Background: an optimization exercise with open tools, aiming at small area. Do not read the settings as production practice. Function was checked by simulation only, so behaviour that the tests miss may differ from the original. Power and IR drop assume default switching activity.

File: design/flow/design.v
module chan_ctrl
(
	input  wire clk,  
	input  wire rst_n,
	output wire [ 6:0] rd_addr,
	input  wire [31:0] rd_data,
	output wire [ 6:0] wr_addr,
	output wire [31:0] wr_data,
	output wire        wr_stb,
	input  wire        sync_stb,
	input  wire [31:0] ch_enas,
	output reg  [ 7:0] out_data,
	output wire        out_stb_addr,  
	output wire        out_stb_mix    
);
	localparam [4:0] W0  = 5'd10;   
	localparam [4:0] W2  = 5'd1;
	localparam [4:0] W3  = 5'd9;
	localparam [4:0] B0  = 5'd8;   
	localparam [4:0] B1  = 5'd4;
	localparam [4:0] B3  = 5'd5;
	localparam [4:0] BS  = 5'd0;   
	localparam [4:0] O0  = 5'd27;   
	localparam [4:0] O2  = 5'd20;
	localparam [4:0] A0  = 5'd14;   
	localparam [4:0] A3  = 5'd2;
	localparam [4:0] SZ  = 5'd11;  
	localparam [4:0] LP  = 5'd12;  
	localparam [4:0] SV  = 5'd13;  
	localparam [4:0] NE  = 5'd6;  
	localparam [4:0] ND0 = 5'd15;  
	localparam [4:0] ND2 = 5'd16;
	reg [4:0] st, next_st;
	reg [4:0] curr_ch;
	reg [31:0] offset;
	reg        c12;      
	reg        flag;     
	reg [5:0]  vol_l;    
	reg [5:0]  vol_r;    
	reg [13:0] base;     
	wire ch_ena = ch_enas[curr_ch];
	wire last   = &curr_ch;
	always @*
	case( st )
	W0:  next_st = sync_stb ? B0 : W0;
	W2:  next_st = sync_stb ? B3 : W3;
	W3:  next_st = sync_stb ? B0 : W0;
	B0:  next_st = ch_ena ? O0 : ND0;
	B3:  next_st = ch_ena ? O0 : ND0;
	B1:  next_st = ch_ena ? O2 : ND2;
	BS:  next_st = W2;
	O0:  next_st = A0;
	O2:  next_st = A3;
	A0:  next_st = SZ;
	A3:  next_st = SZ;
	SZ:  next_st = LP;
	LP:  next_st = SV;
	SV:  next_st = NE;
	NE:  next_st = last ? BS : B1;
	ND0: next_st = last ? BS : B1;
	ND2: next_st = last ? BS : B1;
	default: next_st = W0;
	endcase
	always @(posedge clk)
	if( !rst_n )
		st <= W0;
	else
		st <= next_st;
	wire s_next = (st==NE) || (st==ND0) || (st==ND2);
	wire s_offs = (st==O0) || (st==O2);
	wire s_add  = (st==A0) || (st==A3);
	wire s_size = (st==SZ);
	wire s_loop = (st==LP);
	wire s_save = (st==SV);
	wire [4:0] ch_inc;
	assign ch_inc[0] = s_next;
	genvar ci;
	generate
	for( ci=1; ci<5; ci=ci+1 ) begin: chi
		assign ch_inc[ci] = ch_inc[ci-1] & curr_ch[ci-1];
	end
	endgenerate
	always @(posedge clk)
		curr_ch <= {5{rst_n}} & (curr_ch ^ ch_inc);
	wire [12:0] lo;
	chan_ctrl_add12 u_lo (.a(offset[11:0]), .b(rd_data[25:14]), .s(lo));
	reg  [19:0] bop;
	always @*
	if( s_add )
		bop = {14'd0, rd_data[31:26]};
	else if( s_size )
		bop = ~rd_data[27:8];
	else if( s_loop )
		bop = flag ? rd_data[27:8] : 20'd0;
	else if( s_save )
		bop = 20'hFFFFF;
	else
		bop = {base[11:0], 8'd0};
	wire        cin = s_add || ((s_size || s_save) && c12);
	wire [20:0] hi;
	chan_ctrl_add20 u_hi (.a(offset[31:12]), .b(bop), .ci(cin), .s(hi));
	wire s_hw  = s_add || s_loop || s_save;
	wire h_lo  = !(s_offs || s_add);
	wire h_hi  = !(s_offs || s_hw);
	always @(posedge clk)
	begin
		offset[11:0]  <= ({12{s_offs}} & rd_data[11:0]) | ({12{s_add}} & lo[11:0]) | ({12{h_lo}} & offset[11:0]);
		offset[31:12] <= ({20{s_offs}} & rd_data[31:12]) | ({20{s_hw}} & hi[19:0]) | ({20{h_hi}} & offset[31:12]);
	end
	always @(posedge clk)
	begin
		c12  <= (s_add & lo[12]) | (!(s_add || s_next) & c12);
		flag <= (s_add & hi[20]) | (!s_add & (flag | (s_size & hi[20])));
	end
	wire s_ne   = (st==NE);
	wire h_vol  = !(s_add || s_next);
	wire h_b0   = !(s_size || s_ne);
	wire h_b1   = !(s_loop || s_ne);
	wire [5:0] vr_in = rd_data[5:0] ^ {6{rd_data[12]}};
	wire [13:0] bsum = {base[13:12] + {1'b0, hi[20]}, hi[19:8]};
	always @(posedge clk)
	begin
		vol_l       <= ({6{s_add}} & rd_data[11:6]) | ({6{s_next}} & offset[17:12]) | ({6{h_vol}} & vol_l);
		vol_r[1:0]  <= ({2{s_add}} & vr_in[1:0]) | ({2{s_next}} & offset[19:18]) | ({2{h_vol}} & vol_r[1:0]);
		vol_r[5:2]  <= ({4{s_add}} & vr_in[5:2]) | ({4{h_vol}} & vol_r[5:2]);
		base[7:0]   <= ({8{s_size}} & rd_data[7:0]) | ({8{s_ne}} & bsum[7:0]) | ({8{h_b0}} & base[7:0]);
		base[13:8]  <= ({6{s_loop}} & rd_data[5:0]) | ({6{s_ne}} & bsum[13:8]) | ({6{h_b1}} & base[13:8]);
	end
	wire [1:0] ra;
	assign ra[0] = (st==W2) || (st==O0) || (st==O2) || (st==ND0) || (st==ND2) ||
	               (st==SZ) || (st==LP) || (st==SV) || (st==NE);
	assign ra[1] = (st==A0) || (st==A3) || (st==SZ) || (st==LP) || (st==SV) || (st==NE);
	assign rd_addr = {curr_ch, ra};
	assign wr_addr = {curr_ch, 2'd0};
	assign wr_data = offset;
	assign wr_stb  = (st==NE);
	assign out_stb_mix  = rst_n && ( (st==LP) || (st==SV) || (st==NE) );
	assign out_stb_addr = rst_n && ( (st==B1) || (st==BS) || (st==O2) || (st==ND2) ||
	                                 (st==W2) || (st==A3) || (st==B3) || (st==W3) );
	always @*
	case( st )
	LP:          out_data = offset[11:4];
	SV:          out_data = {2'd0, vol_l};
	NE:          out_data = {2'd0, vol_r};
	B1, BS:      out_data = {2'd0, base[13:8]};
	O2, ND2, W2: out_data = base[7:0];
	default:     out_data = {vol_r[1:0], vol_l};
	endcase
endmodule
module chan_ctrl_add12
(
	input  wire [11:0] a,
	input  wire [11:0] b,
	output wire [12:0] s
);
	wire [11:0] g = a & b;
	wire [11:0] p = a ^ b;
	wire [12:0] c;
	assign c[0] = 1'b0;
	genvar gi;
	generate
	for( gi=0; gi<12; gi=gi+2 ) begin: grp
		assign c[gi+1] = g[gi] | p[gi] & c[gi];
		assign c[gi+2] = g[gi+1] | p[gi+1] & g[gi] | p[gi+1] & p[gi] & c[gi];
	end
	endgenerate
	assign s = {c[12], p ^ c[11:0]};
endmodule
module chan_ctrl_add20
(
	input  wire [19:0] a,
	input  wire [19:0] b,
	input  wire        ci,
	output wire [20:0] s
);
	wire [19:0] g = a & b;
	wire [19:0] p = a ^ b;
	wire [10:0] c;    
	wire [10:0] c0;   
	wire [10:0] c1;   
	assign c[0]  = ci;
	assign c0[0] = 1'b0;
	assign c1[0] = 1'b1;
	genvar gi;
	generate
	for( gi=0; gi<10; gi=gi+2 ) begin: grp
		assign c[gi+1]  = g[gi] | p[gi] & c[gi];
		assign c[gi+2]  = g[gi+1] | p[gi+1] & g[gi] | p[gi+1] & p[gi] & c[gi];
		assign c0[gi+1] = g[gi+10] | p[gi+10] & c0[gi];
		assign c0[gi+2] = g[gi+11] | p[gi+11] & g[gi+10] | p[gi+11] & p[gi+10] & c0[gi];
		assign c1[gi+1] = g[gi+10] | p[gi+10] & c1[gi];
		assign c1[gi+2] = g[gi+11] | p[gi+11] & g[gi+10] | p[gi+11] & p[gi+10] & c1[gi];
	end
	endgenerate
	wire [10:0] cu = c[10] ? c1 : c0;
	assign s = {cu[10], p ^ {cu[9:0], c[9:0]}};
endmodule
File: design/flow/flow/run.sh
#!/bin/bash
# Own layout flow. Synthesis: the standard synthesis, then the same
# synthesis again with an ABC mapping of its own (flow/own_abc.tcl, flow/abc.script); the
# second netlist is used only if its registers are exactly the standard
# synthesis's (names and cell types), else the standard one is kept.
# Layout: the standard ORFS steps, with port buffers of the smallest buffer
# cell and a small clock tree without dummy loads. Each tool's output goes
# to its own log in this folder.
set -euo pipefail
R=orfs/results/sky130hd/chan_ctrl/base
bash standard.sh synth > synth_standard.log 2>&1
cp $R/1_2_yosys.v standard_1_2_yosys.v
{ head -1 synth_recipe.tcl; cat flow/own_abc.tcl; tail -n +2 synth_recipe.tcl; } > own_synth.tcl
export OWN_ABC_SCRIPT=$PWD/flow/abc.script
bash standard.sh clean_synth > clean_synth.log 2>&1
if bash standard.sh SYNTH_SCRIPT=$PWD/own_synth.tcl synth > synth_own.log 2>&1 &&
   python3 flow/regs.py standard_1_2_yosys.v $R/1_2_yosys.v > regs_check.log 2>&1; then
  echo "using the own synthesis" >> regs_check.log
else
  echo "using the standard synthesis" >> regs_check.log
  bash standard.sh clean_synth > clean_synth2.log 2>&1
  bash standard.sh synth > synth_standard2.log 2>&1
fi
export BUFFER_PORTS_ARGS="-buffer_cell sky130_fd_sc_hd__buf_1"
export CTS_ARGS="-sink_clustering_enable -repair_clock_nets -dont_use_dummy_load -root_buf sky130_fd_sc_hd__clkbuf_8 -buf_list {sky130_fd_sc_hd__clkbuf_4}"
bash standard.sh finish > layout.log 2>&1
File: design/flow/flow/abc.script
strash
&get -n
&fraig -x
&put
scorr
dc2
dretime
strash
&get -n
&dch -f
&nf {D}
&put
&get -n
&dch -f
&nf {D}
&put
&get -n
&dch -f
&nf {D}
&put
File: design/flow/flow/own_abc.tcl
# Own ABC mapping, sourced after the first line of synth_recipe.tcl: ABC runs
# the script in flow/abc.script (one command per line) instead of ORFS's
# speed script. The rest of the synthesis, and so every register, is the
# standard synthesis's.
proc abc {args} {
  set f [open $::env(OWN_ABC_SCRIPT) r]
  set cmds [list]
  foreach line [split [read $f] "\n"] {
    set line [string trim $line]
    if { $line ne "" && [string index $line 0] ne "#" } { lappend cmds [string map {" " ","} $line] }
  }
  close $f
  set i [lsearch -exact $args -script]
  if { $i >= 0 } { lset args [expr {$i + 1}] "+[join $cmds {;}]" }
  yosys abc {*}$args
}
File: design/flow/flow/regs.py
# Compare the registers (instance name and cell type) of two netlists.
import re, sys
def regs(path):
    out = set()
    for m in re.finditer(r'^\s*(sky130_fd_sc_hd__\w+)\s+(\S+)\s*\(', open(path).read(), re.M):
        cell = re.sub(r'_\d+$', '', m.group(1))
        if re.search(r'__(e?s?df|s?dl|sedf)', cell):
            out.add((m.group(2), cell))
    return out
a, b = regs(sys.argv[1]), regs(sys.argv[2])
print(len(a), "registers in", sys.argv[1], len(b), "in", sys.argv[2])
sys.exit(0 if a == b and a else 1)
File: design/flow/standard.sh
#!/bin/bash
# synth_recipe.tcl (not shown) runs the flow's synth.tcl, then flattens the netlist and writes it again
# the make line also repeats each setting of config.mk as NAME=value (left out here)
make -C /OpenROAD-flow-scripts/flow DESIGN_CONFIG=/design/flow/config.mk WORK_HOME=/design/flow/orfs CLKGATE_MAP_FILE= SYNTH_SCRIPT=/design/flow/synth_recipe.tcl "${@:-finish}"
File: design/flow/config.mk
export PLATFORM = sky130hd
export DESIGN_NAME = chan_ctrl
export DESIGN_NICKNAME = chan_ctrl
export VERILOG_FILES = /design/flow/design.v
export SDC_FILE = /design/flow/constraint.sdc
export NUM_CORES = 4
export LEC_CHECK = 0
export CAP_MARGIN = 20
export CORE_MARGIN = 2
export CORE_UTILIZATION = 70
export SLEW_MARGIN = 20
File: design/flow/constraint.sdc
create_clock -name core_clock -period 5.0 [get_ports {clk}]
set_input_delay 1.0000 -clock core_clock [delete_from_list [all_inputs] [get_ports {clk}]]
set_output_delay 1.0000 -clock core_clock [all_outputs]
set_load 0.01 [all_outputs]
==> results of run 1 <==
## per-stage QoR
step,total power (uW),hold WS (ps)
after floorplan,2620,424
after global placement,3300,435
after detailed placement,3450,450
after CTS,3820,465
after global routing,4190,487
final,3950,467
## area by class of cell
| type | instances | area [sq um] |
|---|---|---|
| multi-input cells | 439 | 3180 |
| flip-flops and latches | 70 | 1400 |
| fillers | 378 | 945 |
| repair buffers | 139 | 589 |
| clock buffers | 9 | 124 |
| well taps | 77 | 96.3 |
| inverters | 22 | 82.6 |
## cell usage in the layout, fill, tap and decap left out, types with 6 or more instances in the layout
master,instances
buf_4,18
nor2_1,25
mux4_2,8
clkbuf_8,9
fa_1,15
nand2_1,73
xor2_1,7
a222oi_1,7
o21ai_0,65
buf_1,121
and2_0,6
dfxtp_1,68
a21oi_1,31
a22oi_1,62
xnor2_1,16
ha_1,36
clkinv_1,22
a21o_1,9
o22ai_1,12
nor3_1,7
## flip-flops by register name, indices dropped and copies added, names as in the netlist
register	flops
offset	32
base	14
vol_l	6
vol_r	6
curr_ch	5
st	5
c12	1
flag	1
## layer usage
layer,up-vias,routed length (um)
met5,-,0
met4,0,1230
met3,133,2360
met2,533,7450
met1,2438,5890
li1,2317,-
## cells by family (layout without fill, tap and decap cells)
kind of cell / Yosys count / in the layout / share of synthesized area
compound gates: 219 / 219 / 0.303
xor+xnor: 23 / 23 / 0.0429
fa+ha+maj: 51 / 51 / 0.160
buf+inv: 29 / 170 / 0.0288
flops: 70 / 70 / 0.298
mux: 9 / 9 / 0.0405
other cells: 1 / 2 / 0.000798
simple gates: 135 / 135 / 0.126
## worst max-delay path, cell delays in order, from the launching register on
cell and delay [ps]:
dfxtp_1 590, nor3b_2 160, and2_0 210, a221oi_1 300, o21ai_0 210, ha_1 310
o221a_1 120, o21a_1 180, o211ai_1 220, a21oi_1 120, o211ai_1 230, a21oi_1 170
o211ai_1 310, o31ai_2 130, a31o_1 300, a31o_1 270, fa_1 420, xnor2_1 210
o21ai_0 110
## where the power goes
| group | leakage [uW] | total [uW] | switching, uW | internal (uW) |
|---|---|---|---|---|
| logic | 0.00164 | 2450 | 1480 | 968 |
| registers | 0.000585 | 1140 | 313 | 827 |
| clock network | 0.0000647 | 362 | 201 | 161 |
## worst paths after layout
kind	endpoint	slack, ps	depth (start not counted)
setup / recovery	base[11]$_DFF_P_	260	18
hold / removal	vol_r[5]$_DFF_P_	470	2
setup reg to reg	base[11]$_DFF_P_	260	18
hold reg to reg	vol_r[5]$_DFF_P_	470	2
==> impl_metrics.json, run 1 <==
{
  "synthFlopType": "dfxtp_1",
  "grt_antenna_before_repair": 0,
  "wire_per_inst_um": 22.4,
  "final_layout_size_suffix_gt1_frac": 0.0604,
  "cts.path.max_buffers": 2,
  "crit_type": "flip-flop to flip-flop",
  "min_period_ps": 4740,
  "rows": 29,
  "cts_root_buffer": "clkbuf_8",
  "overflow": 0,
  "cellPowerDensity_nw_per_um2": 721,
  "synth.top_cells.by_area": "dfxtp_1 30%, a22oi_1 9.9%, ha_1 9.6%, o21ai_0 6.9%, fa_1 6.4%",
  "drc": 0,
  "grt_usage": 0.467,
  "die_w_um": 85.9,
  "synth-edff-count": 0,
  "grt_pass1_vias": 5175,
  "yosys_warnings": 1,
  "finalCritPeriodShare": 0.947,
  "cts_hold_buf": 0,
  "dieArea_sq_um": 7380,
  "synthArstFlopShare": 0,
  "min_from": "vol_r[5]$_DFF_P_",
  "routed_wl_um": 16900,
  "met3_usage": 0.0924,
  "startpoint": "st[4]$_SDFF_PN0_",
  "min_path_type": "flip-flop to flip-flop",
  "syn_to_final_growth_pct": 16.6,
  "cts_buffers": 9,
  "synthDistinctLibCells": 46,
  "clock_skew_ps": 23.4,
  "portBuffers": 121,
  "seq_area_frac_synth": 0.298,
  "setup_viol": 0,
  "htreeDepth": 3,
  "dr.first_iter.drc_count": 902,
  "final_hold_viol_count": 0,
  "tns_ps": 0,
  "ys_seq_elements": 70,
  "vias_per_cell": 7.17,
  "cts_tree": "built",
  "rsz0062_at_grt": "no",
  "gp_congestion": 1.00,
  "ctsResizeCount": 0,
  "grt_pass1_wl_um": 26600,
  "avgSynthCellArea_sq_um": 8.75,
  "synthTopCellsByCount": "73 x nand2_1, 70 x dfxtp_1, 65 x o21ai_0, 62 x a22oi_1, 36 x ha_1",
  "final_core_util": 0.853,
  "yosys.area.top_type_share": 0.298,
  "grt.busiest_layer": "met2",
  "cp.required_ps": 5210,
  "core_area_sq_um": 6420,
  "place_hpwl_um": 12500,
  "worstSkewPairLatency_ps": 350,
  "instances_no_fill": 756,
  "cp-start-kind": "flip-flop",
  "syn-cell-area_sq_um": 4700,
  "reg2reg_from": "st[4]$_SDFF_PN0_",
  "initial_utilization": 0.731,
  "cp-end-kind": "flip-flop",
  "final.setup.worst_slack_ps": 263,
  "peakVddDrop_v": 0.000647,
  "dr.pass1.iters": 8,
  "slew_violations": 0,
  "clock-sinks": 70,
  "max_freq_mhz": 211,
  "vias": 5421,
  "leakage_uw": 0.00229,
  "cts.clk_slew.worst_paths_ps": 80,
  "fin_area_sq_um": 5480,
  "critPathArrivalTime_ps": 4950,
  "outcome": "finished clean",
  "netlist_instances": 537,
  "synth_most_common_cell": "nand2_1",
  "post_cts_buffers": 0,
  "dieHeight_um": 85.9,
  "relSlewSlack": 0.329,
  "postPlaceCellArea_sq_um": 5340,
  "cap_violations": 0,
  "pre_cts_ws_ps": 143,
  "ant_nets": 0,
  "dp_cells": 747,
  "yosys.area.top_type": "dfxtp_1",
  "use_met1": 0.606,
  "path_max_fanout": 13,
  "fin_nets": 799,
  "grtUsageMet2": 0.722,
  "grt_max_degree": 25,
  "diodes": 0,
  "io_pins": 124,
  "tightest_slew_ps": 1000
}
==> run 2: changes to the inputs <==
--- a/design/flow/flow/run.sh
+++ b/design/flow/flow/run.sh
@@ -23,4 +23,5 @@
 fi
 export BUFFER_PORTS_ARGS="-buffer_cell sky130_fd_sc_hd__buf_1"
+export GPL_KEEP_OVERFLOW=0
 export CTS_ARGS="-sink_clustering_enable -repair_clock_nets -dont_use_dummy_load -root_buf sky130_fd_sc_hd__clkbuf_8 -buf_list {sky130_fd_sc_hd__clkbuf_4}"
 bash standard.sh finish > layout.log 2>&1
--- a/design/flow/config.mk
+++ b/design/flow/config.mk
@@ -8,4 +8,4 @@
 export CAP_MARGIN = 20
 export CORE_MARGIN = 2
-export CORE_UTILIZATION = 70
+export CORE_UTILIZATION = 65
 export SLEW_MARGIN = 20
==> run 2 against run 1 <==
Still clean; count of clock-buffer cells in the layout unchanged; final cell count is 1.1% higher; via count down 1.0%; combinational power decreased by 4%; area after synthesis is the same; setup slack worse by 72 ps; clock skew increased by 4.2 ps; global-route usage decreased by 3.4 points; sequential power barely moved.
==> impl_metrics.json, run 2 <==
{
  "synthArstFlopShare": 0,
  "grt_pass1_vias": 5006,
  "use_met1": 0.540,
  "vias": 5365,
  "cts_tree": "built",
  "cts_buffers": 9,
  "regMostFlops": "offset",
  "outcome": "finished clean",
  "dr.first_iter.drc_count": 990,
  "final_layout_size_suffix_gt1_frac": 0.0614,
  "syn_to_final_growth_pct": 16.4,
  "grt_usage": 0.433,
  "grt_pass1_wl_um": 25700,
  "rsz0062_at_grt": "no",
  "drc": 0,
  "dieArea_sq_um": 7920,
  "vias_per_cell": 7.02,
  "min_period_ps": 4810,
  "grt.busiest_layer": "met2",
  "synth.top_cells.by_area": "dfxtp_1 30%, a22oi_1 9.9%, ha_1 9.6%, o21ai_0 6.9%, fa_1 6.4%",
  "grt_antenna_before_repair": 0,
  "yosys.area.top_type_share": 0.298,
  "final_hold_viol_count": 0,
  "yosys.area.top_type": "dfxtp_1",
  "syn-cell-area_sq_um": 4700,
  "pre_cts_ws_ps": -431,
  "io_pins": 124,
  "synthDistinctLibCells": 46,
  "yosys_warnings": 1,
  "cts_root_buffer": "clkbuf_8",
  "min_path_type": "flip-flop to flip-flop",
  "largest_reg_flops": 32,
  "synth_most_common_cell": "nand2_1",
  "tightest_slew_ps": 1160,
  "wire_per_inst_um": 22.2,
  "initial_utilization": 0.680,
  "dieHeight_um": 89.0,
  "gp_congestion": 1.05,
  "grtUsageMet2": 0.688,
  "critPathArrivalTime_ps": 4990,
  "reg.largest.list": "offset (32), base (14)",
  "dp_cells": 751,
  "avgSynthCellArea_sq_um": 8.75,
  "cp-start-kind": "flip-flop",
  "netlist_instances": 537,
  "routed_wl_um": 17000,
  "dr.pass1.iters": 9,
  "portBuffers": 121,
  "leakage_uw": 0.00225,
  "fillers": 506,
  "seq_area_frac_synth": 0.298,
  "overflow": 0,
  "cp.required_ps": 5180,
  "layout_common_cells": "121 x buf_1, 72 x nand2_1, 66 x dfxtp_1",
  "die_w_um": 89.0,
  "ys_seq_elements": 70,
  "cap_violations": 0,
  "setup_viol": 0,
  "peakVddDrop_v": 0.000504,
  "cts.clk_slew.worst_paths_ps": 60,
  "worstSkewPairLatency_ps": 360,
  "path_max_fanout": 11,
  "synthTopCellsByCount": "73 x nand2_1, 70 x dfxtp_1, 65 x o21ai_0, 62 x a22oi_1, 36 x ha_1",
  "ant_nets": 0,
  "crit_type": "flip-flop to flip-flop",
  "synth-edff-count": 0,
  "met3_usage": 0.115,
  "relSlewSlack": 0.223,
  "grt_max_degree": 36,
  "final_common_cell": "buf_1",
  "cts.path.max_buffers": 2,
  "fin_nets": 788,
  "clock-sinks": 70,
  "diodes": 0,
  "rows": 30,
  "slew_violations": 0,
  "instances_no_fill": 764,
  "max_freq_mhz": 208,
  "core_area_sq_um": 6910,
  "cellPowerDensity_nw_per_um2": 711,
  "finalCritPeriodShare": 0.962,
  "tns_ps": 0,
  "rrSetupSlack_ps": 190,
  "synthFlopType": "dfxtp_1",
  "cts_hold_buf": 0,
  "clock_skew_ps": 27.6,
  "place_hpwl_um": 12300,
  "final.setup.worst_slack_ps": 191,
  "cp-end-kind": "flip-flop",
  "htreeDepth": 3
}
## run 2: cells by family after synthesis
group / share of synthesized area
muxes: 0.0405
AOI/OAI and AO/OA: 0.303
adders and majority gates: 0.160
buffers and inverters: 0.0288
other: 0.000798
xor gates and xnor gates: 0.0429
and+or+nand+nor: 0.126
DFF: 0.298
## run 2: worst paths after layout
check                                       from                  to  depth (start not counted)
worst min register to register  vol_r[3]$_DFF_P_    vol_r[3]$_DFF_P_                          2
worst max register to register  st[2]$_SDFF_PN0_  offset[31]$_DFF_P_                         20
worst min-delay path            vol_r[3]$_DFF_P_    vol_r[3]$_DFF_P_                          2
worst max-delay path            st[2]$_SDFF_PN0_  offset[31]$_DFF_P_                         20
## run 2: critical path, stage by stage (launching register included)
cell and delay (ps):
dfxtp_2 430, nand2_2 160, nor3_4 240, buf_6 170, and2_2 230, a221oi_1 110
o21ai_1 200, ha_1 300, o221a_1 120, o21a_1 180, o211ai_1 230, a21oi_1 130
o211ai_1 280, a21oi_1 180, o211ai_1 250, o31ai_1 130, a31o_1 290, a31o_1 270
fa_1 410, xnor2_1 210, o21ai_0 120
## run 2: layout make-up
class	instances	area, sq um	share of cell area
well taps	96	120	0.0220
flip-flops and latches	70	1410	0.258
multi-input cells	440	3230	0.590
repair buffers	127	507	0.0927
clock buffers	9	124	0.0226
inverters	22	82.6	0.0151
## run 2: through the flow
| step | cell area (sq um) | total power (uW) | hold WS [ps] | util |
|---|---|---|---|---|
| after floorplan | 4700 | 2620 | 424 | - |
| after global placement | 5220 | 3250 | 438 | 0.756 |
| after detailed placement | 5270 | 3380 | 458 | 0.763 |
| after CTS | 5420 | 3760 | 471 | 0.784 |
| after global routing | 5470 | 4130 | 497 | 0.792 |
| final | 5470 | 3890 | 476 | 0.792 |
## run 2: metal layers
layer  part of all wire  up-vias
li1                   -     2307
met1               0.34     2490
met2               0.45      463
met3               0.14      105
met4              0.060        0
met5                  0        -
## run 2: report_power, final
part	internal, uW	switching [uW]	leakage [uW]
logic	943	1420	0.00160
clock network	161	199	0.0000647
registers	828	338	0.000586
total	1930	1960	0.00225
## run 2: timing repair
action                                  4_1_cts  5_1_grt
endpoints found under the setup margin       11       11
gates cloned                                  0        1
gates resized for setup                       7       13
setup buffers                                 1        2
pin swaps                                     1        1
==> run 3: changes to the inputs <==
--- a/design/flow/flow/run.sh
+++ b/design/flow/flow/run.sh
@@ -23,5 +23,4 @@
 fi
 export BUFFER_PORTS_ARGS="-buffer_cell sky130_fd_sc_hd__buf_1"
-export GPL_KEEP_OVERFLOW=0
 export CTS_ARGS="-sink_clustering_enable -repair_clock_nets -dont_use_dummy_load -root_buf sky130_fd_sc_hd__clkbuf_8 -buf_list {sky130_fd_sc_hd__clkbuf_4}"
 bash standard.sh finish > layout.log 2>&1
==> design/flow/flow/abc.script (replaced) <==
strash
&get -n
&fraig -x
&put
scorr
dc2
dretime
strash
&get -n
&dch -f
&nf {D}
&put
&get -n
&dch -f
&nf {D}
&put
==> run 3 against run 2 <==
Wire length decreased by 4.2%; synthesized cell count increased by 3.5%; highest routed layer unchanged; still clean on timing, DRC and antenna; die area increased by 0.82%; register-to-register slack improved by 180 ps; non-clock buffer count increased by 11.
==> impl_metrics.json, run 3 <==
{
  "critPathArrivalTime_ps": 4830,
  "place_hpwl_um": 12400,
  "relSlewSlack": 0.182,
  "htreeDepth": 3,
  "drc": 0,
  "clock_skew_ps": 21.6,
  "min_from": "vol_r[5]$_DFF_P_",
  "min_to": "vol_r[5]$_DFF_P_",
  "reg2regPathDepth": 21,
  "cap_violations": 0,
  "outcome": "finished clean",
  "dr.pass1.iters": 6,
  "cp.required_ps": 5210,
  "portBuffers": 121,
  "grt_max_degree": 22,
  "final_core_util": 0.774,
  "p_sw_uw": 1960,
  "rows": 31,
  "hold_depth": 2,
  "core_area_sq_um": 7140,
  "dr.first_iter.drc_count": 625,
  "cp-start-kind": "flip-flop",
  "cp-end-kind": "flip-flop",
  "ys_seq_elements": 70,
  "diodes": 0,
  "crit_type": "flip-flop to flip-flop",
  "final_common_cell": "buf_1",
  "cellPowerDensity_nw_per_um2": 716,
  "finalCritPeriodShare": 0.925,
  "synth-edff-count": 0,
  "slew_violations": 0,
  "layout_common_cells": "121 x buf_1, 95 x nand2_1, 70 x dfxtp_1",
  "yosys_warnings": 1,
  "tns_ps": 0,
  "cts.path.max_buffers": 2,
  "rsz0062_at_grt": "no",
  "initial_utilization": 0.664,
  "synthFlopType": "dfxtp_1",
  "ctsResizeCount": 0,
  "seq_area_frac_synth": 0.296,
  "ant_nets": 0,
  "min_path_type": "flip-flop to flip-flop",
  "grt_usage": 0.420,
  "final_layout_size_suffix_gt1_frac": 0.0516,
  "syn-cell-area_sq_um": 4740,
  "netlist_instances": 556,
  "fin_hold_ws_ps": 471,
  "min_period_ps": 4620,
  "grt_pass1_vias": 4918,
  "p_comb_frac": 0.621,
  "grt_antenna_before_repair": 0,
  "cts_root_buffer": "clkbuf_8",
  "cts_tree": "built",
  "final_hold_viol_count": 0,
  "io_pins": 124,
  "final.setup.worst_slack_ps": 376,
  "r2r-end": "base[11]$_DFF_P_",
  "synth_most_common_cell": "nand2_1",
  "yosys.area.top_type_share": 0.296,
  "setup_viol": 0,
  "synthTopCellsByCount": "95 x nand2_1, 70 x dfxtp_1, 64 x o21ai_0, 62 x a22oi_1, 36 x ha_1",
  "postPlaceCellArea_sq_um": 5390,
  "reg.largest.list": "offset (32), base (14)",
  "avgSynthCellArea_sq_um": 8.52,
  "synth.top_cells.by_area": "dfxtp_1 30%, a22oi_1 9.8%, ha_1 9.5%, nand2_1 7.5%, o21ai_0 6.8%",
  "dieHeight_um": 89.4,
  "gp_congestion": 0.993,
  "clock-sinks": 70,
  "die_w_um": 89.4,
  "grt_pass1_wl_um": 25000,
  "vias_per_cell": 6.62,
  "rrSetupSlack_ps": 380,
  "pre_cts_ws_ps": 306,
  "leakage_uw": 0.00234,
  "tightest_slew_ps": 1220,
  "max_freq_mhz": 216,
  "yosys.area.top_type": "dfxtp_1",
  "synthArstFlopShare": 0,
  "regMostFlops": "offset",
  "cts_hold_buf": 0,
  "path_max_fanout": 12,
  "swShare": 0.497,
  "syn_to_final_growth_pct": 16.7,
  "dieArea_sq_um": 7990,
  "wire_per_inst_um": 20.5,
  "cts_buffers": 9,
  "peakVddDrop_v": 0.000421,
  "worstSkewPairLatency_ps": 350,
  "p_seq_frac": 0.289,
  "synthDistinctLibCells": 45,
  "cts.clk_slew.worst_paths_ps": 60,
  "overflow": 0,
  "p_int_uw": 1990,
  "routed_wl_um": 16300,
  "largest_reg_flops": 32,
  "p_clk_frac": 0.089,
  "fin_area_sq_um": 5530,
  "fin_nets": 817,
  "vias": 5266,
  "post_cts_buffers": 0,
  "reg2reg_from": "st[3]$_SDFF_PN1_"
}
==> run 3: cell types whose count changed after synthesis, sizes merged, moves of 3 or more <==
| cell | change |
|---|---|
| nand3 | +5 |
| o31ai | -3 |
| a221oi | -4 |
| and3 | -3 |
| nand2 | +22 |
| nor3 | -3 |
==> run 3: power by group through the flow <==
stage | Combinational [uW] | Sequential (uW) | Clock [uW]
6_report | 2460 | 1140 | 354
3_3_place_gp | 2290 | 1120 | 0
5_1_grt | 2730 | 1170 | 371
4_1_cts | 2400 | 1130 | 352
2_1_floorplan | 1590 | 1120 | 0
3_5_place_dp | 2380 | 1140 | 0
==> run 3: layout make-up <==
type                            instances  area (sq um)
Multi-Input combinational cell        457          3210
Inverter                               23          86.3
Tap cell                               99           124
Clock buffer                            9           124
Timing Repair Buffer                  138           582
Sequential cell                        70          1400
Fill cell                             558          1610
==> run 3: layer usage <==
layer  part of all wire  global-route usage  vias to the layer above
met4              0.048               0.204                        0
met5                  0                   0                        -
li1                   -                   -                     2359
met3               0.12              0.0914                       79
met2               0.46               0.666                      413
met1               0.37               0.543                     2415
==> run 3: logic make-up after synthesis <==
| group | count (synthesis) | synth area share |
|---|---|---|
| other | 1 | 0.000792 |
| and+or+nand+nor | 161 | 0.146 |
| AOI/OAI and AO/OA | 211 | 0.287 |
| adders and majority gates | 51 | 0.158 |
| muxes | 9 | 0.0401 |
| buffers and inverters | 30 | 0.0293 |
| xor gates and xnor gates | 23 | 0.0425 |
| DFF | 70 | 0.296 |
==> run 3: critical path: stages (launching register included) <==
cell      delay (ps)
dfxtp_1          540
nand2_1          160
nor3_1           220
nand2_1          160
nand2_1           90
o21ai_0           90
nand3_1          150
ha_1             250
clkinv_1          50
a221oi_1          30
o21a_1           220
o211ai_1         230
a21oi_1          120
o211ai_1         240
a21oi_1          170
o211a_1          270
a31o_1           250
a31o_1           270
a31o_1           260
fa_1             410
xnor2_1          210
o21ai_0           90
==> run 3: how the worst max path moves through the flow <==
stage                     startpoint            endpoint  cells past startpoint
floorplan           st[3]$_SDFF_PN1_  offset[30]$_DFF_P_                     21
global placement          rd_data[8]  offset[30]$_DFF_P_                     19
detailed placement        rd_data[8]    base[11]$_DFF_P_                     19
CTS                 st[4]$_SDFF_PN0_  offset[31]$_DFF_P_                     18
global route        st[3]$_SDFF_PN1_    base[11]$_DFF_P_                     19
finish              st[3]$_SDFF_PN1_    base[11]$_DFF_P_                     21
==> run 3: stage by stage <==
stage	std cells	power [uW]
2_1_floorplan	557	2710
3_3_place_gp	786	3420
3_5_place_dp	786	3510
4_1_cts	795	3870
5_1_grt	796	4280
6_report	796	3960
==> run 4: changes to the inputs <==
--- a/design/flow/flow/abc.script
+++ b/design/flow/flow/abc.script
@@ -15,2 +15,6 @@
 &nf {D}
 &put
+&get -n
+&dch -f
+&nf {D}
+&put
==> run 4 against run 3 <==
Combinational power shrank 4%; cell area decreased by 0.61%; first-iteration DRC count grew 12%; critical path type unchanged; sequential share of layout area rose by 0.18 points; maximum frequency fell by 0.23%.
==> impl_metrics.json, run 4 <==
{
  "outcome": "finished clean",
  "critPathArrivalTime_ps": 4880,
  "yosys.area.top_type_share": 0.298,
  "dr.pass1.iters": 11,
  "pre_cts_ws_ps": 150,
  "max_stage_delay_ps": 530,
  "syn_to_final_growth_pct": 16.9,
  "die_w_um": 89.0,
  "post_cts_buffers": 0,
  "largest_reg_flops": 32,
  "final_hold_viol_count": 0,
  "cellPowerDensity_nw_per_um2": 701,
  "fin_nets": 796,
  "portBuffers": 121,
  "cts.path.max_buffers": 2,
  "synth_most_common_cell": "nand2_1",
  "reg.largest.list": "offset (32), base (14)",
  "final.setup.worst_slack_ps": 365,
  "ant_nets": 0,
  "htreeDepth": 3,
  "synth.top_cells.by_area": "dfxtp_1 30%, a22oi_1 9.9%, ha_1 9.6%, o21ai_0 6.9%, fa_1 6.4%",
  "diodes": 0,
  "cts_tree": "built",
  "path_max_fanout": 23,
  "setup_viol": 0,
  "dieArea_sq_um": 7920,
  "dr.first_iter.drc_count": 697,
  "synthSimpleGateAreaFrac": 0.126,
  "syn-cell-area_sq_um": 4700,
  "synth-edff-count": 0,
  "synth-adder-area-share": 0.160,
  "cts_hold_buf": 0,
  "crit_type": "flip-flop to flip-flop",
  "drc": 0,
  "grt_pass1_wl_um": 24800,
  "min_path_type": "flip-flop to flip-flop",
  "tns_ps": 0,
  "synthTopCellsByCount": "73 x nand2_1, 70 x dfxtp_1, 65 x o21ai_0, 62 x a22oi_1, 36 x ha_1",
  "netlist_instances": 537,
  "layout_common_cells": "121 x buf_1, 73 x nand2_1, 69 x dfxtp_1",
  "worstSkewPairLatency_ps": 350,
  "reg2regPathDepth": 18,
  "peakVddDrop_v": 0.000477,
  "synthXorXnorAreaFrac": 0.0429,
  "final_layout_size_suffix_gt1_frac": 0.0562,
  "tightest_slew_ps": 1050,
  "vias": 5271,
  "core_area_sq_um": 6910,
  "grt_pass1_vias": 4845,
  "synth.area.mux_share": 0.0405,
  "crit_path_frequent_cell": "o211ai_1",
  "clock_skew_ps": 19.3,
  "synth_compound_area_frac": 0.303,
  "grt_max_degree": 24,
  "clock-sinks": 70,
  "rows": 30,
  "grt_antenna_before_repair": 0,
  "gp_congestion": 1.05,
  "cts_buffers": 9,
  "final_common_cell": "buf_1",
  "cap_violations": 0,
  "dieHeight_um": 89.0,
  "yosys_warnings": 1,
  "avgSynthCellArea_sq_um": 8.75,
  "overflow": 0,
  "grt_usage": 0.416,
  "initial_utilization": 0.680,
  "total_power_uw": 3850,
  "rsz0062_at_grt": "no",
  "synthFlopType": "dfxtp_1",
  "leakage_uw": 0.00228,
  "path_cells": "xnor2_1 > and2_0 > buf_12 > a221oi_1 > o21ai_0 > ha_1 > o21a_1 > o211ai_1 > a21oi_1 > o211ai_1 > a21oi_1 > o211ai_1 > o31ai_2 > a31o_1 > a31o_1 > fa_1 > a22oi_1 > nand2_1",
  "cts.clk_slew.worst_paths_ps": 80,
  "place_hpwl_um": 12000,
  "max_freq_mhz": 216,
  "cp.required_ps": 5240,
  "ys_seq_elements": 70,
  "vias_per_cell": 6.83,
  "cp_slowest_cell": "dfxtp_1",
  "regMostFlops": "offset",
  "finalCritPeriodShare": 0.927,
  "routed_wl_um": 16100,
  "postPlaceCellArea_sq_um": 5350,
  "instances_no_fill": 772,
  "min_period_ps": 4630,
  "cp-start-kind": "flip-flop",
  "yosys.area.top_type": "dfxtp_1",
  "hold_depth": 2,
  "wire_per_inst_um": 20.9,
  "slew_violations": 0,
  "synthDistinctLibCells": 46,
  "fin_area_sq_um": 5490,
  "synth_top_family_by_area": "compound AO/OA/AOI/OAI gates",
  "synthArstFlopShare": 0,
  "relSlewSlack": 0.298,
  "cts_root_buffer": "clkbuf_8",
  "io_pins": 124,
  "cp-end-kind": "flip-flop",
  "dp_cells": 763,
  "seq_area_frac_synth": 0.298
}
run 4: cell types whose count changed in the layout (fill, tap and decap cells not counted), sizes merged, moves of 3 or more:
cell / delta
nand3: -5
a221oi: +4
nor3: +3
and3: +3
o31ai: +3
nand2: -22
run 4: metrics by stage:
stage                     utilization  hold WS (ps)
after global routing            0.795           482
after detailed placement        0.775           446
final                           0.795           468
after CTS                       0.793           460
after floorplan                     -           424
after global placement          0.775           436
run 4: timing repair:
item,in CTS,in global routing
gates resized for setup,0,4
hold endpoints to repair,0,0
setup endpoints to repair,0,3
run 4: cell families after synthesis:
| group | Yosys count |
|---|---|
| buffers and inverters | 29 |
| XOR/XNOR | 23 |
| adder cells (fa/ha/maj) | 51 |
| flip-flops | 70 |
| AO/OA/AOI/OAI | 219 |
| multiplexers | 9 |
| other | 1 |
| AND/OR/NAND/NOR | 135 |
run 4: layout make-up:
type	instances	area, sq um
clock buffers	9	124
fillers	514	1410
inverters	22	82.6
multi-input cells	439	3180
flip-flops and latches	70	1400
well taps	96	120
repair buffers	136	579
run 4: where the power goes:
| group | internal, uW | switching, uW |
|---|---|---|
| Clock | 161 | 199 |
| Sequential | 826 | 310 |
| Combinational | 953 | 1400 |
| Total | 1940 | 1910 |
run 4: metal layers:
metal	vias up	part of all wire	wire length, um	global-route usage
met3	78	0.13	2170	0.117
met5	-	0	0	0
li1	2321	-	-	-
met4	0	0.045	724	0.174
met2	400	0.45	7270	0.641
met1	2472	0.37	5970	0.553
run 4: path summary, 6_finish.rpt:
path | to | from | slack, ps
min reg2reg | vol_r[5]$_DFF_P_ | vol_r[5]$_DFF_P_ | 470
max reg2reg | offset[30]$_DFF_P_ | st[2]$_SDFF_PN0_ | 370
max | offset[30]$_DFF_P_ | st[2]$_SDFF_PN0_ | 370
min | vol_r[5]$_DFF_P_ | vol_r[5]$_DFF_P_ | 470
run 4: worst max-delay path: cells and delay by family (launching register included):
kind	cells	cell delay (ps)
AO/OA/AOI/OAI	12	2490
adder cells (fa/ha/maj)	2	790
buffers and inverters	1	180
flip-flops	1	530
XOR/XNOR	1	210
AND/OR/NAND/NOR	2	330
==> run 5: changes to the inputs <==
--- a/design/flow/config.mk
+++ b/design/flow/config.mk
@@ -6,6 +6,6 @@
 export NUM_CORES = 4
 export LEC_CHECK = 0
-export CAP_MARGIN = 20
+export CAP_MARGIN = 5
 export CORE_MARGIN = 2
 export CORE_UTILIZATION = 65
-export SLEW_MARGIN = 20
+export SLEW_MARGIN = 5
==> run 5 against run 4 <==
Area after synthesis unchanged; clock power about the same; count of clock-buffer cells in the layout unchanged; utilization down 0.14 points; final cell count did not move; clock skew is essentially flat.
==> impl_metrics.json, run 5 <==
{
  "outcome": "finished clean",
  "grt_pass1_vias": 4845,
  "worstSkewPairLatency_ps": 350,
  "cts_hold_buf": 0,
  "rows": 30,
  "vias": 5230,
  "place_hpwl_um": 12000,
  "seq_area_frac_synth": 0.298,
  "relSlewSlack": 0.134,
  "initial_utilization": 0.680,
  "reg2reg_from": "st[2]$_SDFF_PN0_",
  "crit_type": "flip-flop to flip-flop",
  "min_path_type": "flip-flop to flip-flop",
  "critPathArrivalTime_ps": 4970,
  "clock_skew_ps": 19.6,
  "cp-end-kind": "flip-flop",
  "grt_max_degree": 24,
  "cp-start-kind": "flip-flop",
  "synthFlopType": "dfxtp_1",
  "leakage_uw": 0.00228,
  "dr.first_iter.drc_count": 646,
  "reg2regPathDepth": 18,
  "rsz0062_at_grt": "no",
  "dieArea_sq_um": 7920,
  "syn-cell-area_sq_um": 4700,
  "routed_wl_um": 16100,
  "r2r-end": "offset[30]$_DFF_P_",
  "cap_violations": 0,
  "die_w_um": 89.0,
  "wire_per_inst_um": 20.9,
  "cts.path.max_buffers": 2,
  "synth_most_common_cell": "nand2_1",
  "final_layout_size_suffix_gt1_frac": 0.0518,
  "peakVddDrop_v": 0.000470,
  "fin_area_sq_um": 5480,
  "ctsResizeCount": 0,
  "vias_per_cell": 6.77,
  "cp.required_ps": 5240,
  "drc": 0,
  "gp_congestion": 1.05,
  "cts_tree": "built",
  "instances_no_fill": 772,
  "synth.top_cells.by_area": "dfxtp_1 30%, a22oi_1 9.9%, ha_1 9.6%, o21ai_0 6.9%, fa_1 6.4%",
  "dr.pass1.iters": 8,
  "io_pins": 124,
  "grt_usage": 0.416,
  "min_period_ps": 4720,
  "diodes": 0,
  "layout_common_cells": "121 x buf_1, 73 x nand2_1, 69 x dfxtp_1",
  "clock-sinks": 70,
  "cts_buffers": 9,
  "htreeDepth": 3,
  "portBuffers": 121,
  "yosys.area.top_type": "dfxtp_1",
  "avgSynthCellArea_sq_um": 8.75,
  "synthArstFlopShare": 0,
  "ys_seq_elements": 70,
  "slew_violations": 0,
  "synthDistinctLibCells": 46,
  "synthTopCellsByCount": "73 x nand2_1, 70 x dfxtp_1, 65 x o21ai_0, 62 x a22oi_1, 36 x ha_1",
  "setup_viol": 0,
  "grt_pass1_wl_um": 24800,
  "core_area_sq_um": 6910,
  "yosys.area.top_type_share": 0.298,
  "final_hold_viol_count": 0,
  "netlist_instances": 537,
  "rrSetupSlack_ps": 280,
  "final.setup.worst_slack_ps": 277,
  "regMostFlops": "offset",
  "post_cts_buffers": 0,
  "yosys_warnings": 1,
  "postPlaceCellArea_sq_um": 5350,
  "tightest_slew_ps": 1290,
  "cts.clk_slew.worst_paths_ps": 80,
  "cellPowerDensity_nw_per_um2": 700,
  "hold_depth": 2,
  "max_freq_mhz": 212,
  "grt_antenna_before_repair": 0,
  "min_to": "vol_r[5]$_DFF_P_",
  "fillers": 518,
  "path_max_fanout": 23,
  "finalCritPeriodShare": 0.945,
  "synth-edff-count": 0,
  "overflow": 0,
  "syn_to_final_growth_pct": 16.7,
  "dieHeight_um": 89.0,
  "ant_nets": 0,
  "tns_ps": 0,
  "min_from": "vol_r[5]$_DFF_P_",
  "final_common_cell": "buf_1",
  "dp_cells": 763,
  "pre_cts_ws_ps": 150,
  "largest_reg_flops": 32,
  "reg.largest.list": "offset (32), base (14)",
  "fin_nets": 796,
  "cts_root_buffer": "clkbuf_8"
}
==> run 5: cell count changes in the layout (fill, tap and decap cells not counted) <==
cell,change
nor2_1,+2
nor2_2,-2
o31ai_1,+1
o31ai_2,-1
==> run 5: worst max-delay path by stage <==
stage / startpoint / depth (start not counted) / end
2_1_floorplan: st[3]$_SDFF_PN1_ / 19 / offset[30]$_DFF_P_
5_1_grt: st[2]$_SDFF_PN0_ / 18 / offset[30]$_DFF_P_
3_5_place_dp: rd_data[8] / 17 / offset[30]$_DFF_P_
3_3_place_gp: rd_data[26] / 17 / offset[30]$_DFF_P_
4_1_cts: st[3]$_SDFF_PN1_ / 18 / offset[30]$_DFF_P_
6_report: st[2]$_SDFF_PN0_ / 18 / offset[30]$_DFF_P_
==> run 5: layout make-up <==
| type | instances | area, sq um | area share |
|---|---|---|---|
| clock buffer | 9 | 124 | 0.0226 |
| multi-input combinational | 439 | 3170 | 0.579 |
| tap | 96 | 120 | 0.0219 |
| inverter | 22 | 82.6 | 0.0151 |
| timing repair buffer | 136 | 579 | 0.106 |
| sequential | 70 | 1400 | 0.256 |
==> run 5: cells by family after synthesis <==
group	after synthesis	share of synthesized area
and+or+nand+nor	135	0.126
other	1	0.000798
buffers and inverters	29	0.0288
AOI/OAI and AO/OA	219	0.303
DFF	70	0.298
xor gates and xnor gates	23	0.0429
muxes	9	0.0405
adders and majority gates	51	0.160
==> run 5: power breakdown <==
part	internal (uW)	leakage, uW	switching, uW	total [uW]
clock network	161	0.0000647	200	361
registers	826	0.000584	309	1140
logic	949	0.00163	1390	2340
total	1940	0.00228	1900	3840
==> run 5: through the flow <==
step | power (uW) | util | hold WS, ps
floorplan | 2620 | - | 424
global placement | 3280 | 0.775 | 436
detailed placement | 3400 | 0.775 | 446
CTS | 3760 | 0.793 | 460
global route | 4120 | 0.794 | 482
finish | 3840 | 0.794 | 466
==> run 5: worst max-delay path: stages (launching register included) <==
cell,delay [ps]
dfxtp_1,520
xnor2_1,210
and2_0,250
buf_12,180
a221oi_1,280
o21ai_0,130
ha_1,330
o21a_1,150
o211ai_1,110
a21oi_1,200
o211ai_1,140
a21oi_1,290
o211ai_1,190
o31ai_1,420
a31o_1,290
a31o_1,210
fa_1,450
a22oi_1,200
nand2_1,80
==> run 5: metal layers <==
layer | share of wire | track usage | wire length (um)
met4 | 0.045 | 0.174 | 733
met1 | 0.37 | 0.553 | 5990
met5 | 0 | 0 | 0
met3 | 0.14 | 0.117 | 2240
met2 | 0.44 | 0.641 | 7160
==> run 6: changes to the inputs <==
--- a/design/flow/design.v
+++ b/design/flow/design.v
@@ -20,7 +20,7 @@
 	localparam [4:0] B1  = 5'd4;
 	localparam [4:0] B3  = 5'd5;
-	localparam [4:0] BS  = 5'd0;   
-	localparam [4:0] O0  = 5'd27;   
-	localparam [4:0] O2  = 5'd20;
+	localparam [4:0] BS  = 5'd15;   
+	localparam [4:0] O0  = 5'd20;   
+	localparam [4:0] O2  = 5'd27;
 	localparam [4:0] A0  = 5'd14;   
 	localparam [4:0] A3  = 5'd2;
@@ -29,5 +29,5 @@
 	localparam [4:0] SV  = 5'd13;  
 	localparam [4:0] NE  = 5'd6;  
-	localparam [4:0] ND0 = 5'd15;  
+	localparam [4:0] ND0 = 5'd0;  
 	localparam [4:0] ND2 = 5'd16;
 	reg [4:0] st, next_st;
==> run 6 against run 5 <==
Non-clock buffer count decreased by 2; clock skew decreased by 4.0 ps; setup slack improved by 71 ps; cell area decreased by 0.34%; wire length decreased by 1.7%; count of clock-buffer cells in the layout unchanged; synthesized cell count increased by 1.7%; first-iteration DRC count increased by 11%; largest power group unchanged; utilization decreased by 2.8 points; flip-flop and latch count unchanged; area after synthesis increased by 0.29%; via count decreased by 1.5%.
==> impl_metrics.json, run 6 <==
{
  "postPlaceCellArea_sq_um": 5340,
  "initial_utilization": 0.660,
  "pre_cts_ws_ps": 309,
  "drc": 0,
  "cts_buffers": 9,
  "portBuffers": 121,
  "grt_max_degree": 24,
  "relSlewSlack": 0.205,
  "synth-adder-area-share": 0.159,
  "yosys_warnings": 1,
  "synthFlopType": "dfxtp_1",
  "cts.clk_slew.worst_paths_ps": 80,
  "die_w_um": 89.1,
  "dr.pass1.iters": 8,
  "clock-sinks": 70,
  "netlist_instances": 546,
  "yosys.area.top_type_share": 0.297,
  "cts_tree": "built",
  "crit_type": "flip-flop to flip-flop",
  "max_freq_mhz": 215,
  "synth.area.mux_share": 0.0425,
  "core_area_sq_um": 7140,
  "fin_area_sq_um": 5460,
  "instances_no_fill": 782,
  "cp.required_ps": 5200,
  "synth-edff-count": 0,
  "tns_ps": 0,
  "path_max_fanout": 9,
  "startpoint": "st[3]$_SDFF_PN1_",
  "avgSynthCellArea_sq_um": 8.63,
  "clock_skew_ps": 15.6,
  "synthDistinctLibCells": 45,
  "setup_viol": 0,
  "syn-cell-area_sq_um": 4710,
  "routed_wl_um": 15800,
  "yosys.area.top_type": "dfxtp_1",
  "dieArea_sq_um": 7940,
  "synthSimpleGateAreaFrac": 0.135,
  "grt_pass1_vias": 4779,
  "min_path_type": "flip-flop to flip-flop",
  "regMostFlops": "offset",
  "ys_seq_elements": 70,
  "min_period_ps": 4650,
  "layout_common_cells": "121 x buf_1, 79 x nand2_1, 70 x dfxtp_1",
  "grt_pass1_wl_um": 24300,
  "synthXorXnorAreaFrac": 0.0409,
  "final_layout_size_suffix_gt1_frac": 0.0454,
  "min_from": "vol_r[5]$_DFF_P_",
  "dp_cells": 773,
  "finalCritPeriodShare": 0.930,
  "io_pins": 124,
  "post_cts_buffers": 0,
  "reg.largest.list": "offset (32), base (14)",
  "vias_per_cell": 6.59,
  "synth.top_cells.by_area": "dfxtp_1 30%, a22oi_1 9.9%, ha_1 9.6%, o21ai_0 6.6%, fa_1 6.4%",
  "ant_nets": 0,
  "synthArstFlopShare": 0,
  "cts_root_buffer": "clkbuf_8",
  "slew_violations": 0,
  "htreeDepth": 3,
  "rsz0062_at_grt": "no",
  "largest_reg_flops": 32,
  "leakage_uw": 0.00229,
  "final_common_cell": "buf_1",
  "synth_compound_area_frac": 0.296,
  "fin_nets": 803,
  "syn_to_final_growth_pct": 16.0,
  "synthTopCellsByCount": "79 x nand2_1, 70 x dfxtp_1, 62 x a22oi_1, 62 x o21ai_0, 50 x a21oi_1",
  "cts_hold_buf": 0,
  "cp-start-kind": "flip-flop",
  "place_hpwl_um": 12000,
  "reg2reg_from": "st[3]$_SDFF_PN1_",
  "seq_area_frac_synth": 0.297,
  "dr.first_iter.drc_count": 718,
  "cap_violations": 0,
  "wire_per_inst_um": 20.2,
  "rows": 31,
  "peakVddDrop_v": 0.000567,
  "overflow": 0,
  "gp_congestion": 0.983,
  "synth_most_common_cell": "nand2_1",
  "critPathArrivalTime_ps": 4850,
  "grt_antenna_before_repair": 0,
  "cp-end-kind": "flip-flop",
  "cellPowerDensity_nw_per_um2": 696,
  "final.setup.worst_slack_ps": 349,
  "cts.path.max_buffers": 2,
  "dieHeight_um": 89.1,
  "tightest_slew_ps": 1190,
  "synth_top_family_by_area": "compound AO/OA/AOI/OAI gates",
  "vias": 5154,
  "worstSkewPairLatency_ps": 350,
  "outcome": "finished clean",
  "diodes": 0,
  "grt_usage": 0.407,
  "final_hold_viol_count": 0
}
==> run 6: changes by cell type after synthesis, moves of 2 or more <==
cell / delta
a21oi_1: +19
nand2_1: +6
nand3_1: +6
nor2_1: -6
nor3_1: -6
a221oi_1: -5
or2_0: +4
o21ai_0: -3
a21o_1: -2
a31oi_1: -2
o21a_1: -2
o31ai_1: -2
or3b_1: -2
==> run 6: per-stage QoR <==
| step | utilization | power [uW] | hold WS, ps |
|---|---|---|---|
| 2_1_floorplan | - | 2600 | 424 |
| 3_3_place_gp | 0.748 | 3290 | 436 |
| 3_5_place_dp | 0.748 | 3380 | 451 |
| 4_1_cts | 0.765 | 3740 | 465 |
| 5_1_grt | 0.766 | 4090 | 489 |
| 6_report | 0.766 | 3800 | 473 |
==> run 6: per-layer routing <==
metal  GRT usage  vias to the layer above  routed length, um
met3      0.0803                       61               1830
met5           0                        -                  0
met1       0.526                     2375               6070
met4       0.182                        0                638
li1            -                     2322                  -
met2       0.661                      396               7300
==> run 6: worst paths after layout <==
kind	end	slack, ps	cells past startpoint
max	offset[31]$_DFF_P_	350	20
min	vol_r[5]$_DFF_P_	470	2
max reg2reg	offset[31]$_DFF_P_	350	20
min reg2reg	vol_r[5]$_DFF_P_	470	2
==> run 6: where the power goes <==
group          internal [uW]  switching (uW)  leakage, uW
registers                826             283     0.000585
clock network            161             197    0.0000647
logic                    926            1410      0.00164
==> run 6: kinds of logic (layout without fill, tap and decap cells) <==
kind of cell | after synthesis | count (layout)
mux | 10 | 10
simple gates | 142 | 142
xor+xnor | 22 | 22
compound gates | 221 | 221
fa+ha+maj | 51 | 51
other cells | 1 | 2
flops | 70 | 70
buf+inv | 29 | 165
==> run 6: layout make-up <==
type	count	area, sq um
Timing Repair Buffer	134	552
Sequential cell	70	1400
Fill cell	566	1670
Multi-Input combinational cell	448	3180
Clock buffer	9	124
Inverter	22	82.6
Tap cell	99	124
==> run 6: repair_timing <==
action                     CTS  global route
resized for setup            0             1
hold endpoints to repair     0             0
setup endpoints to repair    0             5
==> run 6: worst max-delay path: stages (launching register included) <==
cell and delay, ps:
dfxtp_1 470, nor2b_1 410, nand2_1 310, nor2_1 160
a21oi_1 50, o21ai_0 170, ha_1 310, clkinv_1 50
a211oi_1 40, o21a_1 190, o211ai_1 210, a21oi_1 120
o211ai_1 230, a21oi_1 150, o2111ai_1 220, nand3_1 150
a31o_1 280, a31o_1 280, fa_1 420, xnor2_1 200
o21ai_0 110
==> run 7: changes to the inputs <==
--- a/design/flow/flow/run.sh
+++ b/design/flow/flow/run.sh
@@ -23,4 +23,5 @@
 fi
 export BUFFER_PORTS_ARGS="-buffer_cell sky130_fd_sc_hd__buf_1"
+export GPL_KEEP_OVERFLOW=0
 export CTS_ARGS="-sink_clustering_enable -repair_clock_nets -dont_use_dummy_load -root_buf sky130_fd_sc_hd__clkbuf_8 -buf_list {sky130_fd_sc_hd__clkbuf_4}"
 bash standard.sh finish > layout.log 2>&1
--- a/design/flow/config.mk
+++ b/design/flow/config.mk
@@ -6,6 +6,6 @@
 export NUM_CORES = 4
 export LEC_CHECK = 0
-export CAP_MARGIN = 5
+export CAP_MARGIN = 20
 export CORE_MARGIN = 2
 export CORE_UTILIZATION = 65
-export SLEW_MARGIN = 5
+export SLEW_MARGIN = 20
==> run 7 against run 6 <==
Setup slack worse by 48 ps; die area unchanged; via count increased by 0.80%; sequential power barely moved; cell area hardly changed; maximum frequency shrank 1.0%; utilization barely moved; area after synthesis unchanged; largest power group unchanged.
==> impl_metrics.json, run 7 <==
{
  "dieArea_sq_um": 7940,
  "hold_depth": 2,
  "synthSimpleGateAreaFrac": 0.135,
  "gp_congestion": 0.972,
  "cp.required_ps": 5200,
  "synth_top_family_by_area": "compound AO/OA/AOI/OAI gates",
  "synthFlopType": "dfxtp_1",
  "cts_tree": "built",
  "synthTopCellsByCount": "79 x nand2_1, 70 x dfxtp_1, 62 x a22oi_1, 62 x o21ai_0, 50 x a21oi_1",
  "slew_violations": 0,
  "layout_common_cells": "121 x buf_1, 77 x nand2_1, 70 x dfxtp_1",
  "largest_reg_flops": 32,
  "final_layout_size_suffix_gt1_frac": 0.0504,
  "grt_pass1_wl_um": 24300,
  "min_period_ps": 4700,
  "io_pins": 124,
  "synth_compound_area_frac": 0.296,
  "dr.pass1.iters": 7,
  "core_area_sq_um": 7140,
  "final.setup.worst_slack_ps": 301,
  "cp-end-kind": "flip-flop",
  "yosys.area.top_type_share": 0.297,
  "fin_hold_ws_ps": 463,
  "cts.path.max_buffers": 2,
  "cp-start-kind": "flip-flop",
  "fin_area_sq_um": 5470,
  "syn_to_final_growth_pct": 16.0,
  "clock-sinks": 70,
  "grt_pass1_vias": 4741,
  "final_core_util": 0.766,
  "drc": 0,
  "synthXorXnorAreaFrac": 0.0409,
  "tightest_slew_ps": 1030,
  "routed_wl_um": 16200,
  "critPathArrivalTime_ps": 4900,
  "place_hpwl_um": 11800,
  "reg.largest.list": "offset (32), base (14)",
  "synthArstFlopShare": 0,
  "wire_per_inst_um": 21.0,
  "fillers": 551,
  "vias": 5195,
  "synthDistinctLibCells": 45,
  "max_freq_mhz": 213,
  "postPlaceCellArea_sq_um": 5260,
  "outcome": "finished clean",
  "cts_root_buffer": "clkbuf_8",
  "die_w_um": 89.1,
  "avgSynthCellArea_sq_um": 8.63,
  "htreeDepth": 3,
  "synth-edff-count": 0,
  "synth_most_common_cell": "nand2_1",
  "ant_nets": 0,
  "regMostFlops": "offset",
  "initial_utilization": 0.660,
  "ys_seq_elements": 70,
  "vias_per_cell": 6.71,
  "overflow": 0,
  "rows": 31,
  "dr.first_iter.drc_count": 711,
  "synth.area.mux_share": 0.0425,
  "syn-cell-area_sq_um": 4710,
  "final_common_cell": "buf_1",
  "peakVddDrop_v": 0.000463,
  "diodes": 0,
  "yosys.area.top_type": "dfxtp_1",
  "setup_viol": 0,
  "cts.clk_slew.worst_paths_ps": 70,
  "cellPowerDensity_nw_per_um2": 701,
  "final_hold_viol_count": 0,
  "cap_violations": 0,
  "netlist_instances": 546,
  "leakage_uw": 0.00226,
  "min_path_type": "flip-flop to flip-flop",
  "seq_area_frac_synth": 0.297,
  "reg2regPathDepth": 19,
  "crit_type": "flip-flop to flip-flop",
  "portBuffers": 121,
  "dieHeight_um": 89.1,
  "fin_nets": 795,
  "clock_skew_ps": 21.0,
  "worstSkewPairLatency_ps": 360,
  "synth.top_cells.by_area": "dfxtp_1 30%, a22oi_1 9.9%, ha_1 9.6%, o21ai_0 6.6%, fa_1 6.4%",
  "grt_usage": 0.413,
  "yosys_warnings": 1,
  "relSlewSlack": 0.310,
  "grt_antenna_before_repair": 0,
  "cts_hold_buf": 0,
  "cts_buffers": 9,
  "path_max_fanout": 11,
  "synth-adder-area-share": 0.159,
  "pre_cts_ws_ps": -225,
  "grt_max_degree": 34,
  "finalCritPeriodShare": 0.940
}
-- run 7: cell counts after synthesis --
No cell type changed its count.
-- run 7: repair_timing --
item	4_1_cts	5_1_grt
gates resized for setup	4	12
setup buffers	0	3
setup endpoints to repair	6	13
-- run 7: layout make-up --
type / instances / area [sq um] / area share
inverter: 22 / 82.6 / 0.0151
sequential: 70 / 1400 / 0.256
timing repair buffer: 126 / 489 / 0.0895
clock buffer: 9 / 124 / 0.0227
multi-input combinational: 448 / 3250 / 0.594
tap: 99 / 124 / 0.0227
-- run 7: report_power, final --
| part | total (uW) | internal, uW | switching, uW |
|---|---|---|---|
| clock | 365 | 161 | 204 |
| sequential | 1140 | 826 | 314 |
| combinational | 2330 | 918 | 1410 |
-- run 7: critical path: stages (launching register included) --
cell       delay (ps)
dfxtp_1           490
nor3b_4           330
and3_1            310
nor2_2            150
o21ai_0           310
ha_1              300
clkinv_1           50
a211oi_1           40
o21a_1            210
o211ai_1          220
a21oi_1           130
o211ai_1          210
a21oi_1           140
o2111ai_1         210
nand3_1           150
a31o_1            290
a31o_1            260
fa_1              400
xnor2_1           220
o21ai_0           120
-- run 7: final timing paths --
check / from / to / slack, ps
min: vol_r[2]$_DFF_P_ / vol_r[2]$_DFF_P_ / 460
min reg2reg: vol_r[2]$_DFF_P_ / vol_r[2]$_DFF_P_ / 460
max reg2reg: st[0]$_SDFF_PN0_ / offset[31]$_DFF_P_ / 300
max: st[0]$_SDFF_PN0_ / offset[31]$_DFF_P_ / 300
-- run 7: per-stage QoR --
stage | setup TNS [ps] | total power [uW] | instances
2_1_floorplan | 0 | 2600 | 547
3_3_place_gp | -803 | 3240 | 760
3_5_place_dp | -954 | 3350 | 762
4_1_cts | 0 | 3710 | 771
5_1_grt | -3.04 | 4110 | 774
6_report | 0 | 3830 | 774
-- run 7: metal layers --
metal	share of wire	wire length, um	up-vias	GRT usage
met5	0	0	-	0
met4	0.044	722	0	0.209
met3	0.13	2060	69	0.101
met2	0.46	7520	411	0.637
met1	0.37	5930	2410	0.541
li1	-	-	2305	-
-- run 7: cell families after synthesis --
family / count (synthesis)
compound gates: 221
simple gates: 142
flops: 70
fa+ha+maj: 51
buf+inv: 29
xor+xnor: 22
mux: 10
other cells: 1
==> run 8: changes to the inputs <==
--- a/design/flow/flow/run.sh
+++ b/design/flow/flow/run.sh
@@ -23,5 +23,4 @@
 fi
 export BUFFER_PORTS_ARGS="-buffer_cell sky130_fd_sc_hd__buf_1"
-export GPL_KEEP_OVERFLOW=0
 export CTS_ARGS="-sink_clustering_enable -repair_clock_nets -dont_use_dummy_load -root_buf sky130_fd_sc_hd__clkbuf_8 -buf_list {sky130_fd_sc_hd__clkbuf_4}"
 bash standard.sh finish > layout.log 2>&1
==> run 8 against run 7 <==
Clock skew shrank 5.4 ps; worst hold slack gained 10 ps; combinational power is essentially flat.
==> impl_metrics.json, run 8 <==
{
  "outcome": "finished clean",
  "crit_type": "flip-flop to flip-flop",
  "grt_pass1_vias": 4779,
  "tns_ps": 0,
  "avgSynthCellArea_sq_um": 8.63,
  "clock_skew_ps": 15.6,
  "die_w_um": 89.1,
  "gp_congestion": 0.983,
  "cts_tree": "built",
  "critPathBufInv": 1,
  "cts_buffers": 9,
  "relSlewSlack": 0.205,
  "seq_area_sq_um": 1400,
  "synth_most_common_cell": "nand2_1",
  "post_cts_buffers": 0,
  "path_cells": "nor2b_1 > nand2_1 > nor2_1 > a21oi_1 > o21ai_0 > ha_1 > clkinv_1 > a211oi_1 > o21a_1 > o211ai_1 > a21oi_1 > o211ai_1 > a21oi_1 > o2111ai_1 > nand3_1 > a31o_1 > a31o_1 > fa_1 > xnor2_1 > o21ai_0",
  "dr.pass1.iters": 8,
  "diodes": 0,
  "grt_usage": 0.407,
  "worstSkewPairLatency_ps": 350,
  "slew_violations": 0,
  "htreeDepth": 3,
  "initial_utilization": 0.660,
  "min_path_type": "flip-flop to flip-flop",
  "p_int_uw": 1910,
  "cellPowerDensity_nw_per_um2": 696,
  "grt_antenna_before_repair": 0,
  "cap_violations": 0,
  "ant_nets": 0,
  "cp_top_family": "compound AO/OA/AOI/OAI gates",
  "swShare": 0.497,
  "routed_wl_um": 15800,
  "synthDistinctLibCells": 45,
  "cts_hold_buf": 0,
  "critPathArrivalTime_ps": 4850,
  "yosys.area.top_type_share": 0.297,
  "finalCritPeriodShare": 0.930,
  "vias_per_cell": 6.59,
  "syn_to_final_growth_pct": 16.0,
  "peakVddDrop_v": 0.000567,
  "synthArstFlopShare": 0,
  "dieArea_sq_um": 7940,
  "yosys_warnings": 1,
  "cp-end-kind": "flip-flop",
  "final_common_cell": "buf_1",
  "min_period_ps": 4650,
  "cp_slowest_cell": "dfxtp_1",
  "overflow": 0,
  "dp_cells": 773
}
run 8: power by group through the flow:
| stage | combinational, uW | sequential, uW | clock (uW) |
|---|---|---|---|
| after floorplan | 1510 | 1100 | 0 |
| after global placement | 2200 | 1090 | 0 |
| after detailed placement | 2280 | 1100 | 0 |
| after CTS | 2290 | 1100 | 355 |
| after global routing | 2590 | 1130 | 373 |
| final | 2340 | 1110 | 358 |
run 8: final timing paths:
path | from | end | slack (ps)
hold reg to reg | vol_r[5]$_DFF_P_ | vol_r[5]$_DFF_P_ | 470
hold / removal | vol_r[5]$_DFF_P_ | vol_r[5]$_DFF_P_ | 470
setup reg to reg | st[3]$_SDFF_PN1_ | offset[31]$_DFF_P_ | 350
setup / recovery | st[3]$_SDFF_PN1_ | offset[31]$_DFF_P_ | 350
run 8: cell families (layout without fill, tap and decap cells):
kind of cell / after synthesis / after routing / synth area share
flops: 70 / 70 / 0.297
mux: 10 / 10 / 0.0425
fa+ha+maj: 51 / 51 / 0.159
compound gates: 221 / 221 / 0.296
buf+inv: 29 / 165 / 0.0287
other cells: 1 / 2 / 0.000796
xor+xnor: 22 / 22 / 0.0409
simple gates: 142 / 142 / 0.135
run 8: metal layers:
| layer | up-vias | share of wire | global-route usage |
|---|---|---|---|
| met5 | - | 0 | 0 |
| met4 | 0 | 0.040 | 0.182 |
| met3 | 61 | 0.12 | 0.0803 |
| met2 | 396 | 0.46 | 0.661 |
| met1 | 2375 | 0.38 | 0.526 |
| li1 | 2322 | - | - |
run 8: area by class of cell:
cell class / count / share of cell area
Clock buffer: 9 / 0.0227
Sequential cell: 70 / 0.256
Tap cell: 99 / 0.0227
Multi-Input combinational cell: 448 / 0.582
Inverter: 22 / 0.0151
Timing Repair Buffer: 134 / 0.101
run 8: what timing repair did:
action                                 4_1_cts  5_1_grt
setup endpoints to repair                    0        5
endpoints found under the hold margin        0        0
resized for setup                            0        1
run 8: worst reg2reg max path, cell delays in order, from the launching register on:
cell and delay (ps):
dfxtp_1 470, nor2b_1 410, nand2_1 310, nor2_1 160, a21oi_1 50, o21ai_0 170, ha_1 310, clkinv_1 50
a211oi_1 40, o21a_1 190, o211ai_1 210, a21oi_1 120, o211ai_1 230, a21oi_1 150, o2111ai_1 220, nand3_1 150
a31o_1 280, a31o_1 280, fa_1 420, xnor2_1 200, o21ai_0 110
run 8: metrics by stage:
step / hold WS (ps) / cell area (sq um) / utilization
2_1_floorplan: 424 / 4710 / -
3_3_place_gp: 436 / 5340 / 0.748
3_5_place_dp: 451 / 5340 / 0.748
4_1_cts: 465 / 5460 / 0.765
5_1_grt: 489 / 5460 / 0.766
6_report: 473 / 5460 / 0.766

==> re-timing with driven ports <==
In the flow no input, the clock included, has a driving cell. The finished layouts below were timed again as built, in two steps.
Step 1, drivers: a clkbuf_16 drives clk and a buf_2 each remaining input, both assumed.
Step 2 also shifts input and output timing later by t, the mid clock arrival at the registers, as if the neighbouring blocks saw the same clock.
Three values: ideal ports, drivers, drivers and shift; two values: the first two.
run	t, ns	setup WS [ns]	worst setup path after step 2
run 1	0.373	0.263 / 0.263 / 0.046	input to register
run 2	0.384	0.191 / 0.191 / 0.043	input to register
run 3	0.374	0.376 / 0.376 / 0.198	input to register
run 4	0.373	0.365 / 0.365 / 0.202	input to register
run 5	0.371	0.277 / 0.277 / 0.146	input to register
run 6	0.371	0.349 / 0.349 / 0.269	input to register
run 7	0.383	0.301 / 0.301 / 0.273	input to register
run 8	0.371	0.349 / 0.349 / 0.269	input to register
After both steps setup and hold are still met in every run listed. For run 1, which loses most, drivers alone change the setup slack by 0.000 ns; drivers and shift together by -0.217 ns.
